From an optimization exercise on the open Yosys and OpenROAD flow, aimed at small area; shortcuts taken in it are not production practice. RTL that was checked went through simulation tests only; none was proved equivalent to the original. No driver is modelled on the clock port, so clocking that relies on it looks cheaper here than on a real chip. Power figures rest on the tool's default switching activity, not on a simulated workload.

## job 101
Design fir, start of the top module:
module fir(data_out, out_enable, data_in, sample_enable, coef_enable, error, clk, reset);
Settings: LEC_CHECK=0, CAP_MARGIN=20, CORE_MARGIN=2, CORE_UTILIZATION=40, SLEW_MARGIN=20, SYNTH_HIERARCHICAL=1; clock period 12.0 ns.
run.sh (not shown) runs the stock make flow with config.mk's settings and CLKGATE_MAP_FILE= SYNTH_SCRIPT=/design/flow/synth_recipe.tcl, a recipe that flattens the netlist after the stock synthesis.
Looking at the reports, job 101 completed the entire flow and the layout it produced met the timing, DRC and antenna checks.
For job 102, these inputs were changed with respect to job 101:
==> flow/flow/run.sh (new file) <==
#!/bin/bash
# The standard layout, with smaller port buffers and a clock tree built
# from small clock buffers without dummy balancing loads.
set -uo pipefail
bash standard.sh \
  "BUFFER_PORTS_ARGS=-buffer_cell sky130_fd_sc_hd__buf_1" \
  "CTS_ARGS=-sink_clustering_enable -repair_clock_nets -buf_list sky130_fd_sc_hd__clkbuf_16 -root_buf sky130_fd_sc_hd__clkbuf_16 -sink_clustering_size 80 -sink_clustering_max_diameter 500 -dont_use_dummy_load" \
  finish > standard_make.log 2>&1
==> flow/standard.sh (new file) <==
#!/bin/bash
# synth_recipe.tcl (not shown) runs the flow's synth.tcl, then flattens the netlist and writes it again
# the make line also repeats each setting of config.mk as NAME=value (left out here)
make -C /OpenROAD-flow-scripts/flow DESIGN_CONFIG=/design/flow/config.mk WORK_HOME=/design/flow/orfs CLKGATE_MAP_FILE= SYNTH_SCRIPT=/design/flow/synth_recipe.tcl "${@:-finish}"
removed: flow/run.sh
Findings:
Cell count after placement: job 102 vs job 101 — no meaningful difference
In terms of maximum count of clock buffers along a single path, job 101 and job 102 differ only marginally.
Comparing job 102 and job 101, number of global-route vias before repair is higher on job 101.
The proportion of final cell area spent on non-clock buffers of job 102 falls short of that of job 101 by 1.7 points.
Job 102 vs. job 101: worst setup slack rose by 420 ps, length of the first detailed-routing pass in iterations held steady, worst hold slack increased by 11 ps relative to the old numbers.
Setup changes, job 102 to job 103
==> flow/flow/run.sh <==
#!/bin/bash
# The standard layout, with smaller port buffers and a clock tree built
# from small clock buffers without dummy balancing loads.
set -uo pipefail
bash standard.sh \
  "BUFFER_PORTS_ARGS=-buffer_cell sky130_fd_sc_hd__buf_1" \
  "CTS_ARGS=-sink_clustering_enable -repair_clock_nets -buf_list sky130_fd_sc_hd__clkbuf_4 -root_buf sky130_fd_sc_hd__clkbuf_8 -dont_use_dummy_load" \
  finish > standard_make.log 2>&1
[summary]
- From job 103 to job 102, I/O pin total did not move at all.
- [job 103] part of the power in the clock network fell 8.3 points relative to job 102
- Minimum setup slack among reg-to-reg paths ends up higher on job 102.
- Diff job 102 -> job 103: fraction of met2 tracks used by global routing level; post-layout total power -about 12%; clock period minus final worst setup slack climbed 46 ps.
The following lists how job 104 was set up differently from job 103:
- swapping 40 for 65 in CORE_UTILIZATION
--- a/flow/flow/run.sh
+++ b/flow/flow/run.sh
@@ -6,3 +6,3 @@
   "BUFFER_PORTS_ARGS=-buffer_cell sky130_fd_sc_hd__buf_1" \
-  "CTS_ARGS=-sink_clustering_enable -repair_clock_nets -buf_list sky130_fd_sc_hd__clkbuf_4 -root_buf sky130_fd_sc_hd__clkbuf_8 -dont_use_dummy_load" \
+  "CTS_ARGS=-sink_clustering_enable -repair_clock_nets -buf_list sky130_fd_sc_hd__clkbuf_8 -root_buf sky130_fd_sc_hd__clkbuf_8 -sink_clustering_size 40 -sink_clustering_max_diameter 300 -dont_use_dummy_load" \
   finish > standard_make.log 2>&1
Notes after the runs:
[job 104 vs job 103] routed wire length: higher in job 104
Compared with job 103, job 104 shows a higher proportion of power drawn by combinational gates.
Status: clock skew after layout parity (job 104, job 103)
Job 103 tops out at a higher clock frequency than job 104.
When job 104 is set beside job 103, its routed length per placed instance turns out to be 14% larger.
Going from job 103 to job 104, final core utilization grew by 25 points; global-route usage grew by 14 points; delay contributed by the slowest stage of the critical path grew by 110 ps; synthesized cell count held steady; worst slew margin relative to its limit shrank by 1.1 points.
Between job 104 and job 103, it is job 104 whose arrival time of data at the critical path endpoint is higher, by 120 ps.

---

the previous run:
Another version of the RTL of fir (not shown whole).
Size in the first run: roughly 660 cells after synthesis, about 76 flip-flops, roughly 0.0093 sq mm of cells after synthesis.
==> flow/config.mk <==
export PLATFORM = sky130hd
export DESIGN_NAME = fir
export DESIGN_NICKNAME = fir
export VERILOG_FILES = /design/flow/design.v
export SDC_FILE = /design/flow/constraint.sdc
export NUM_CORES = 4
export LEC_CHECK = 0
export CAP_MARGIN = 20
export CELL_PAD_IN_SITES_DETAIL_PLACEMENT = 1
export CELL_PAD_IN_SITES_GLOBAL_PLACEMENT = 1
export CORE_MARGIN = 2
export CORE_UTILIZATION = 40
export GPL_TIMING_DRIVEN = 0
export SLEW_MARGIN = 20
export SYNTH_HIERARCHICAL = 1
==> flow/constraint.sdc <==
create_clock -name core_clock -period 12.0 [get_ports {clk}]
set_input_delay 2.4000 -clock core_clock [delete_from_list [all_inputs] [get_ports {clk}]]
set_output_delay 2.4000 -clock core_clock [all_outputs]
set_load 0.01 [all_outputs]
standard.sh (not shown) runs the stock make flow with config.mk's settings and CLKGATE_MAP_FILE= SYNTH_SCRIPT=/design/flow/synth_recipe.tcl, a recipe that flattens the netlist after the stock synthesis.
==> flow/flow/run.sh <==
#!/bin/bash
# The standard layout with three changes: port buffers chosen per
# direction (flow/pre_gpl.tcl), global placement that is not timing driven,
# and a clock tree of small clock buffers without dummy balancing loads.
set -uo pipefail
here=$(pwd)
bash standard.sh \
  "DONT_BUFFER_PORTS=1" \
  "PRE_GLOBAL_PLACE_TCL=$here/flow/pre_gpl.tcl" \
  "CTS_ARGS=-sink_clustering_enable -repair_clock_nets -buf_list sky130_fd_sc_hd__clkbuf_4 -root_buf sky130_fd_sc_hd__clkbuf_8 -dont_use_dummy_load" \
  finish > standard_make.log 2>&1
==> flow/flow/pre_gpl.tcl <==
# Runs before global placement: drop the buffers synthesis left in the
# netlist, then give each input port a buf_2 and each output port a buf_1.
remove_buffers
buffer_ports -inputs -buffer_cell sky130_fd_sc_hd__buf_2
buffer_ports -outputs -buffer_cell sky130_fd_sc_hd__buf_1
Looking at the reports, the previous run completed the entire flow and the layout it produced met the timing, DRC and antenna checks.
#### Input delta (the current run over the previous run)
==> flow/flow/run.sh <==
#!/bin/bash
# The standard layout with these changes: port buffers chosen per direction
# (flow/pre_gpl.tcl), global placement that is not timing driven, only
# small buffers for the resizer (flow/small_bufs.tcl), and a clock tree of
# clock buffers without dummy balancing loads.
set -uo pipefail
here=$(pwd)
bash standard.sh synth > standard_synth.log 2>&1 || exit 1
bash standard.sh \
  "DONT_BUFFER_PORTS=1" \
  "PRE_GLOBAL_PLACE_TCL=$here/flow/pre_gpl.tcl" \
  "PRE_RESIZE_TCL=$here/flow/small_bufs.tcl" \
  "PRE_CTS_TCL=$here/flow/small_bufs.tcl" \
  "PRE_GLOBAL_ROUTE_TCL=$here/flow/small_bufs.tcl" \
  "CTS_ARGS=-sink_clustering_enable -repair_clock_nets -buf_list sky130_fd_sc_hd__clkbuf_4 -root_buf sky130_fd_sc_hd__clkbuf_8 -dont_use_dummy_load" \
  finish > standard_make.log 2>&1
==> flow/flow/small_bufs.tcl (new file) <==
set_dont_use {sky130_fd_sc_hd__buf_6 sky130_fd_sc_hd__buf_8 sky130_fd_sc_hd__buf_12 sky130_fd_sc_hd__buf_16 sky130_fd_sc_hd__bufbuf_8 sky130_fd_sc_hd__bufbuf_16}
Notes after the runs:
The current run | status: complete | timing, DRC, antenna: pass
Against the previous run, the final cell area of the current run is lower.
The current run against the previous run: clock network power share rose 0.3 points; detailed-router iteration count before antenna repair down 3; share of cell area taken by flip-flops and latches has remained practically unchanged; clock transition at the register clock pins on the worst setup and hold paths after CTS flat.
Max maximum frequency from static timing analysis across the current run and the previous run: the previous run
Diff the previous run..the current run | area enclosed by the die boundary | unchanged
No functional check of the RTL was part of any run of this note.

static timing again, ports no longer ideal:
How much do the figures lean on ideal ports? The routed layouts below were timed once more, with nothing changed but the port constraints.
Step 1 assumes that a clkbuf_16 drives the clock port and a buf_2 every other input.
Step 2, shift: input delay + t, output delay - t, t = (earliest + latest rising clock arrival at the registers) / 2. This alone moves slack from input paths to output paths.
Slacks: ideal ports / drivers / drivers and shift; pairs: ideal ports / drivers.
run | t (ns) | slack for setup (ns) | clock arrival spread, ns | worst data-port slew with drivers (ns)
job 101 | 0.383 | 1.048 / 1.006 / 1.212 | 0.009 / 0.010 | 0.04
job 102 | 0.382 | 1.465 / 1.423 / 1.804 | 0.017 / 0.017 | 0.04
job 103 | 0.404 | 1.419 / 1.381 / 1.785 | 0.026 / 0.026 | 0.04
job 104 | 0.403 | 1.299 / 1.261 / 1.664 | 0.029 / 0.029 | 0.04
the previous run | 0.407 | 0.432 / 0.391 / 0.798 | 0.020 / 0.020 | 0.03
the current run | 0.409 | 0.388 / 0.346 / 0.756 | 0.025 / 0.025 | 0.03
After both steps setup and hold are still met in every run listed.
